What follows belongs to an exercise in optimizing a design on an open flow for small area; a production flow would make more cautious choices.
In this exercise RTL edits were held to simulation tests only and were not proved equivalent to the original.
No driver is modelled on the clock port, so clocking that relies on it looks cheaper here than on a real chip.
Power figures rest on the tool's default switching activity, not on a simulated workload.

Setup of run a:
// top
module top(
    input clk,
    input rst,
    output [8:0] RAM_address,
    output [7:0] RAM_data_in,
    input  [7:0] RAM_data_out,
    output RAM_rw
);
    localparam [2:0] CA = 3'd0;   
    localparam [2:0] CJ = 3'd1;   
    localparam [2:0] CE = 3'd3;   
    localparam [2:0] CI = 3'd2;   
    localparam [2:0] CL = 3'd4;   
    localparam [2:0] CS = 3'd6;   
    localparam [2:0] OADD = 3'd0, OSUB = 3'd2, OAND = 3'd4, OOR = 3'd5,
                     OSLT = 3'd3, OXOR = 3'd6, OSHL = 3'd1, OSHR = 3'd7;
    wire [2:0] ph;
    wire [3:0] stp;
    wire clr, cur;
    wire [2:0] cls;
    wire as, sload, we, pcw, zcmp, zld, ald, opx, opf, rw, last, region;
    wire [1:0] k, fsel;
    wire [2:0] dsrc;
    wire g;
    ctl u_ctl(.clk(clk), .rst(rst), .dm(RAM_data_out), .ph(ph), .stp(stp), .clr(clr), .cur(cur),
              .cls(cls), .as(as), .k(k), .fsel(fsel), .dsrc(dsrc), .sload(sload), .we(we), .pcw(pcw),
              .zcmp(zcmp), .zld(zld), .ald(ald), .opx(opx), .opf(opf), .rw(rw), .region(region), .g(g));
    wire [2:0] S;
    reg  [2:0] f;
    always @* begin
        case (fsel)
            2'd0: f = RAM_data_out[2:0];
            2'd1: f = RAM_data_out[7:5];
            2'd2: f = RAM_data_out[5:3];
            default: f = S;
        endcase
    end
    wire P, wbit;
    rf u_rf(.clk(clk), .f(f), .we(we), .clr(clr), .wbit(wbit), .P(P));
    wire pc_out, pcnew;
    wire [2:0] op;
    pcop u_pcop(.clk(clk), .cur(cur), .clr(clr), .ph(ph), .pcw(pcw), .pcnew(pcnew), .pc_out(pc_out),
                .dm(RAM_data_out), .opx(opx), .opf(opf), .op(op));
    dp u_dp(.clk(clk), .ph(ph), .stp(stp), .cls(cls), .clr(clr), .dm(RAM_data_out), .P(P), .pc_out(pc_out),
            .op(op), .as(as), .k(k), .dsrc(dsrc), .sload(sload), .pcw(pcw), .zcmp(zcmp), .zld(zld),
  ...
==> module ctl, before the edit <==
module ctl(
    input clk, input rst, input [7:0] dm,
    output [2:0] ph, output [3:0] stp, output clr, output reg cur, output reg [2:0] cls,
    output reg as, output reg [1:0] k, output reg [1:0] fsel, output reg [2:0] dsrc,
    output reg sload, output reg we, output reg pcw, output reg zcmp, output reg zld,
    output reg ald, output reg opx, output reg opf, output reg rw, output reg region,
    output reg g
);
    localparam [2:0] CA = 3'd0, CJ = 3'd1, CE = 3'd3, CI = 3'd2, CL = 3'd4, CS = 3'd6;
    reg [6:0] t;
    assign ph = t[2:0];
    assign stp = t[6:3];
    reg last;
    assign clr = &stp[3:1];
    wire iA = (cls == CA), iI = (cls == CI), iE = (cls == CE), iJ = (cls == CJ);
    wire iM = cls[2];                        
    wire iL = iM & ~cls[1];
    wire s0 = (stp == 4'd0), s1 = (stp == 4'd1), s2 = (stp == 4'd2), s3 = (stp == 4'd3);
    wire s4 = (stp == 4'd4), s5 = (stp == 4'd5), s6 = (stp == 4'd6), s7 = (stp == 4'd7);
    wire s8 = (stp == 4'd8), s12 = (stp == 4'd12), s13 = (stp == 4'd13);
    wire ai = iA | iI;
    wire rstep = (iA & (s3 | s4 | s13)) | (iI & (s4 | s12)) | (iE & (s2 | s3)) | (iM & (iL ? s8 : s7));
    wire stall = rstep & (g ^ cur);
    always @* begin
        as    = s0 | s1 | (iA & (s2 | s12)) | (iI & s3) | (iE & s4) | (iM & (s3 | s5));
        k[0]  = ~s0 & ~(iA & s12) & ~(iM & s5);
        k[1]  = (s1 & ~(iE | iM)) | (iA & s12) | s4 | (iM & (s3 | s5));
        fsel[0] = (ai & s4) | (iE & s2) | (iM & (s7 | s8));
        fsel[1] = (iA & s13) | (iM & (s7 | s8));
        dsrc[2] = 1'b0;
        dsrc[0] = (iA & s3) | (ai & s4) | (iE & s2) | (iM & s7 & ~iL);
        dsrc[1] = (iI & s2) | (ai & s4) | (iM & (s2 | s4 | (s7 & iL)));
        sload = ((iI | iM) & s2) | (iA & s3);
        we    = (iA & s13) | (iI & s12) | (iL & s8);
        pcw   = (iA & s13) | (iI & s12) | (iE & s5) | (iJ & s2) | (iM & s7);
        last  = (iA & s13) | (iI & s12) | (iE & s5) | (iJ & s2) | (iM & s8);
        zcmp  = iE & s3;
        zld   = 1'b0;
        ald   = iM & s6;
        opx   = iE & s2;                     
        opf   = iA & s2;
        rw    = iM & cls[1] & s8;
        region = ai & ~s0 & ~s1 & ~s2 & ~s3 & ~s4 & ~s12 & ~s13 & ~stp[3] | ai & stp[3] & ~stp[2];
        if (stall) begin
            dsrc = 3'd0; sload = 0; we = 0; pcw = 0; last = 0; zcmp = 0;
        end
    end
    always @(posedge clk) begin
        if (rst) begin
            t   <= 7'b1110_000;
            cur <= 1'b0;
            g   <= 1'b0;
        end else begin
            g <= g ^ (ph == 3'd7);
            if (last & (ph == 3'd7)) begin
                t   <= 7'd0;
                cur <= ~cur;
            end else begin
                t[2:0] <= ph + 3'd1;
                if ((ph == 3'd7) & ~stall) t[6:3] <= stp + 4'd1;
            end
        end
        if (stp == 4'd1 && ph == 3'd0) cls <= {dm[7], dm[5] | dm[4], dm[4] | dm[3]};
    end
endmodule
==> module dp, before the edit <==
module dp(
    input clk, input [2:0] ph, input [3:0] stp, input [2:0] cls, input clr, input [7:0] dm,
    input P, input pc_out, input [2:0] op,
    input as, input [1:0] k, input [2:0] dsrc, input sload, input pcw, input zcmp, input zld,
    input ald, input region,
    output reg [2:0] S, output wbit, output pcnew,
    output [8:0] RAM_address, output [7:0] RAM_data_in
);
    localparam [2:0] CE = 3'd3, CJ = 3'd1;
    localparam [2:0] OADD = 3'd0, OSUB = 3'd2, OAND = 3'd4, OOR = 3'd5,
                     OSLT = 3'd3, OXOR = 3'd6, OSHL = 3'd1, OSHR = 3'd7;
    reg [8:0] A;              
    reg [7:0] D;
    reg       C, Z;
    wire p0 = (ph == 3'd0);
    wire p7 = (ph == 3'd7);
    wire dp = dm[ph];
    wire subm = (op == OSUB) || (op == OSLT);
    wire bb   = D[0] ^ subm;
    wire acin = p0 ? subm : C;
    wire asum = P ^ bb ^ acin;
    wire acout = (P & bb) | (acin & (P | bb));
    reg  ares;
    always @* begin
        case (op)
            OADD, OSUB: ares = asum;
            OAND: ares = P & D[0];
            OOR:  ares = P | D[0];
            OXOR: ares = P ^ D[0];
            OSLT: ares = 1'b0;
            default: ares = P;
        endcase
    end
    wire [2:0] kk = {stp[3], stp[1:0]};
    wire kact = (kk <= S);
    wire shl  = region & (op == OSHL) & kact;
    wire shr  = region & (op == OSHR) & kact;
    wire sltf = region & (op == OSLT) & (kk == 3'd1);
    wire kb   = (p0 & k[0]) | ((ph == 3'd1) & k[1]);
    wire pb   = as ? kb : ((cls == CE) & ~Z) ? dp : (ph == 3'd2);
    wire pcin = p0 ? 1'b0 : C;
    wire psum = pc_out ^ pb ^ pcin;
    wire pcout = (pc_out & pb) | (pcin & (pc_out | pb));
    assign pcnew = (cls == CJ) ? dp : psum;
    reg Din;
    always @* begin
        case (dsrc)
            3'd1: Din = P;
            3'd2: Din = dp;
            3'd3: Din = ares;
            default: begin
                if (shl) Din = p0 ? 1'b0 : C;
                else if (sltf) Din = p0 ? ~C : C;
                else if (shr) Din = p7 ? 1'b0 : D[1];
                else Din = D[0];
            end
        endcase
    end
    assign wbit = D[0] & ~clr;
    always @(posedge clk) begin
        if (as) begin
            A  <= {1'b0, psum, A[7:1]};
        end else if (ald) begin
            A[7:0] <= {D[0], A[7:1]};
            if (p0) A[8] <= dm[0];
        end
        D <= {Din, D[7:1]};
        if (sload && ph < 3'd3) S <= {Din, S[2:1]};
        if (as || pcw) C <= pcout;
        else if (dsrc == 3'd3) C <= acout;
        else C <= D[0];
        if (zcmp) Z <= (p0 ? 1'b0 : Z) | ares;
        else if (zld && p0) Z <= dm[0];
    end
    assign RAM_address = A;
    assign RAM_data_in = D;
endmodule
export LEC_CHECK = 0
export ABC_AREA = 1
export CAP_MARGIN = 20
export CORE_MARGIN = 2
export CORE_UTILIZATION = 55
export PLACE_DENSITY = 0.85
export SLEW_MARGIN = 20
create_clock -name core_clock -period 5.0 [get_ports {clk}]
standard.sh (not shown) runs the stock make flow with config.mk's settings and CLKGATE_MAP_FILE= SYNTH_SCRIPT=/design/flow/synth_recipe.tcl, a recipe that flattens the netlist after the stock synthesis.
==> flow/flow/run.sh <==
#!/bin/bash
# The standard layout (standard.sh) with these changes:
#  - synthesis maps the logic with the area-oriented ABC script in
#    flow/abc_area.script and without the full-adder extraction (same
#    Yosys passes otherwise, same registers and names);
#  - each port gets the smallest buffer (buf_1);
#  - the clock tree is built from clkbuf_8 without dummy loads, and right
#    after it is built each clock buffer is swapped for the smallest clock
#    buffer that keeps every flip-flop clock pin's slew under a margin
#    (flow/clkbuf_downsize.tcl).
# The ORFS logs of every step stay under orfs/logs; make's output goes to
# standard.log here.
set -e
rm -rf scripts_area
cp -r "$FLOW_HOME/scripts" scripts_area
cp flow/abc_area.script scripts_area/abc_area.script
cp flow/clkbuf_downsize.tcl scripts_area/clkbuf_downsize.tcl
sed -i 's|^log_cmd clock_tree_synthesis {\*}\$cts_args$|&\nsource $::env(SCRIPTS_DIR)/clkbuf_downsize.tcl|' scripts_area/cts.tcl
grep -q clkbuf_downsize scripts_area/cts.tcl
export SCRIPTS_DIR="$PWD/scripts_area"
export ADDER_MAP_FILE=
export BUFFER_PORTS_ARGS="-buffer_cell sky130_fd_sc_hd__buf_1"
export CTS_ARGS="-sink_clustering_enable -repair_clock_nets -dont_use_dummy_load -buf_list sky130_fd_sc_hd__clkbuf_8"
bash standard.sh > standard.log 2>&1
Other scripts of this flow, unchanged in this note and not shown: flow/flow/abc_area.script, flow/flow/clkbuf_downsize.tcl
Both conditions hold for run a: the flow ran to the end and the final layout passed the timing, design-rule and antenna checks.
Edits applied to the flow inputs when going from run a to run b:
--- a/flow/design.v
+++ b/flow/design.v
@@ -89,13 +89,14 @@
         ald   = iM & s6;
         opx   = iE & s2;                     
         opf   = iA & s2;
         rw    = iM & cls[1] & s8;
         region = ai & ~s0 & ~s1 & ~s2 & ~s3 & ~s4 & ~s12 & ~s13 & ~stp[3] | ai & stp[3] & ~stp[2];
         if (stall) begin
-            dsrc = 3'd0; sload = 0; we = 0; pcw = 0; last = 0; zcmp = 0;
+            if (dsrc[1]) dsrc = 3'd0;
+            we = 0; pcw = 0; last = 0;
         end
     end
     always @(posedge clk) begin
         if (rst) begin
             t   <= 7'b1110_000;
             cur <= 1'b0;
@@ -164,13 +165,13 @@
 );
     localparam [2:0] CE = 3'd3, CJ = 3'd1;
     localparam [2:0] OADD = 3'd0, OSUB = 3'd2, OAND = 3'd4, OOR = 3'd5,
                      OSLT = 3'd3, OXOR = 3'd6, OSHL = 3'd1, OSHR = 3'd7;
     reg [8:0] A;              
     reg [7:0] D;
-    reg       C, Z;
+    reg       C;
     wire p0 = (ph == 3'd0);
     wire p7 = (ph == 3'd7);
     wire dp = dm[ph];
     wire subm = (op == OSUB) || (op == OSLT);
     wire bb   = D[0] ^ subm;
     wire acin = p0 ? subm : C;
@@ -190,13 +191,13 @@
     wire [2:0] kk = {stp[3], stp[1:0]};
     wire kact = (kk <= S);
     wire shl  = region & (op == OSHL) & kact;
     wire shr  = region & (op == OSHR) & kact;
     wire sltf = region & (op == OSLT) & (kk == 3'd1);
     wire kb   = (p0 & k[0]) | ((ph == 3'd1) & k[1]);
-    wire pb   = as ? kb : ((cls == CE) & ~Z) ? dp : (ph == 3'd2);
+    wire pb   = as ? kb : ((cls == CE) & ~S[2]) ? dp : (ph == 3'd2);
     wire pcin = p0 ? 1'b0 : C;
     wire psum = pc_out ^ pb ^ pcin;
     wire pcout = (pc_out & pb) | (pcin & (pc_out | pb));
     assign pcnew = (cls == CJ) ? dp : psum;
     reg Din;
     always @* begin
@@ -219,15 +220,14 @@
         end else if (ald) begin
             A[7:0] <= {D[0], A[7:1]};
             if (p0) A[8] <= dm[0];
         end
         D <= {Din, D[7:1]};
         if (sload && ph < 3'd3) S <= {Din, S[2:1]};
+        else if (zcmp) S[2] <= (p0 ? 1'b0 : S[2]) | ares;
         if (as || pcw) C <= pcout;
         else if (dsrc == 3'd3) C <= acout;
         else C <= D[0];
-        if (zcmp) Z <= (p0 ? 1'b0 : Z) | ares;
-        else if (zld && p0) Z <= dm[0];
     end
     assign RAM_address = A;
     assign RAM_data_in = D;
 endmodule
[compare] base=run a new=run b: number of multi-input logic gates lower; portion of total power attributed to combinational logic has increased; data required time of the critical path shows a reduction of 0.09 ns; area of the core fell about 0.5%.
Diff run a..run b | total count of max-transition violations in the final report | unchanged
Diff run a and run b: post-layout minimum cycle time lower in run a
Per the comparison of run b with run a, sequential share of layout area now smaller, design area comparable.

==> static timing again, ports no longer ideal <==
The results above use ideal ports. As a check the final layouts listed here were re-extracted and re-timed, cells and wires unchanged. Step 1: set_driving_cell puts a clkbuf_16 on clk and a buf_2 on each other input, an assumption about the parent block. Step 2 moves the port delays by t, midway between the first and last clock arrival at a register: inputs arrive t later, outputs are due t later. That takes back most of the time a late clock gives input paths. Slacks: ideal ports / drivers / drivers and shift; pairs: ideal ports / drivers.
| run | t (ns) | setup WS [ns] | worst hold slack (ns) |
|---|---|---|---|
| run a | 0.696 | 0.629 / 0.629 / 0.629 | 0.299 / 0.299 / 0.299 |
| run b | 0.558 | 0.463 / 0.463 / 0.463 | 0.303 / 0.303 / 0.303 |
After both steps every run listed still meets setup and hold.
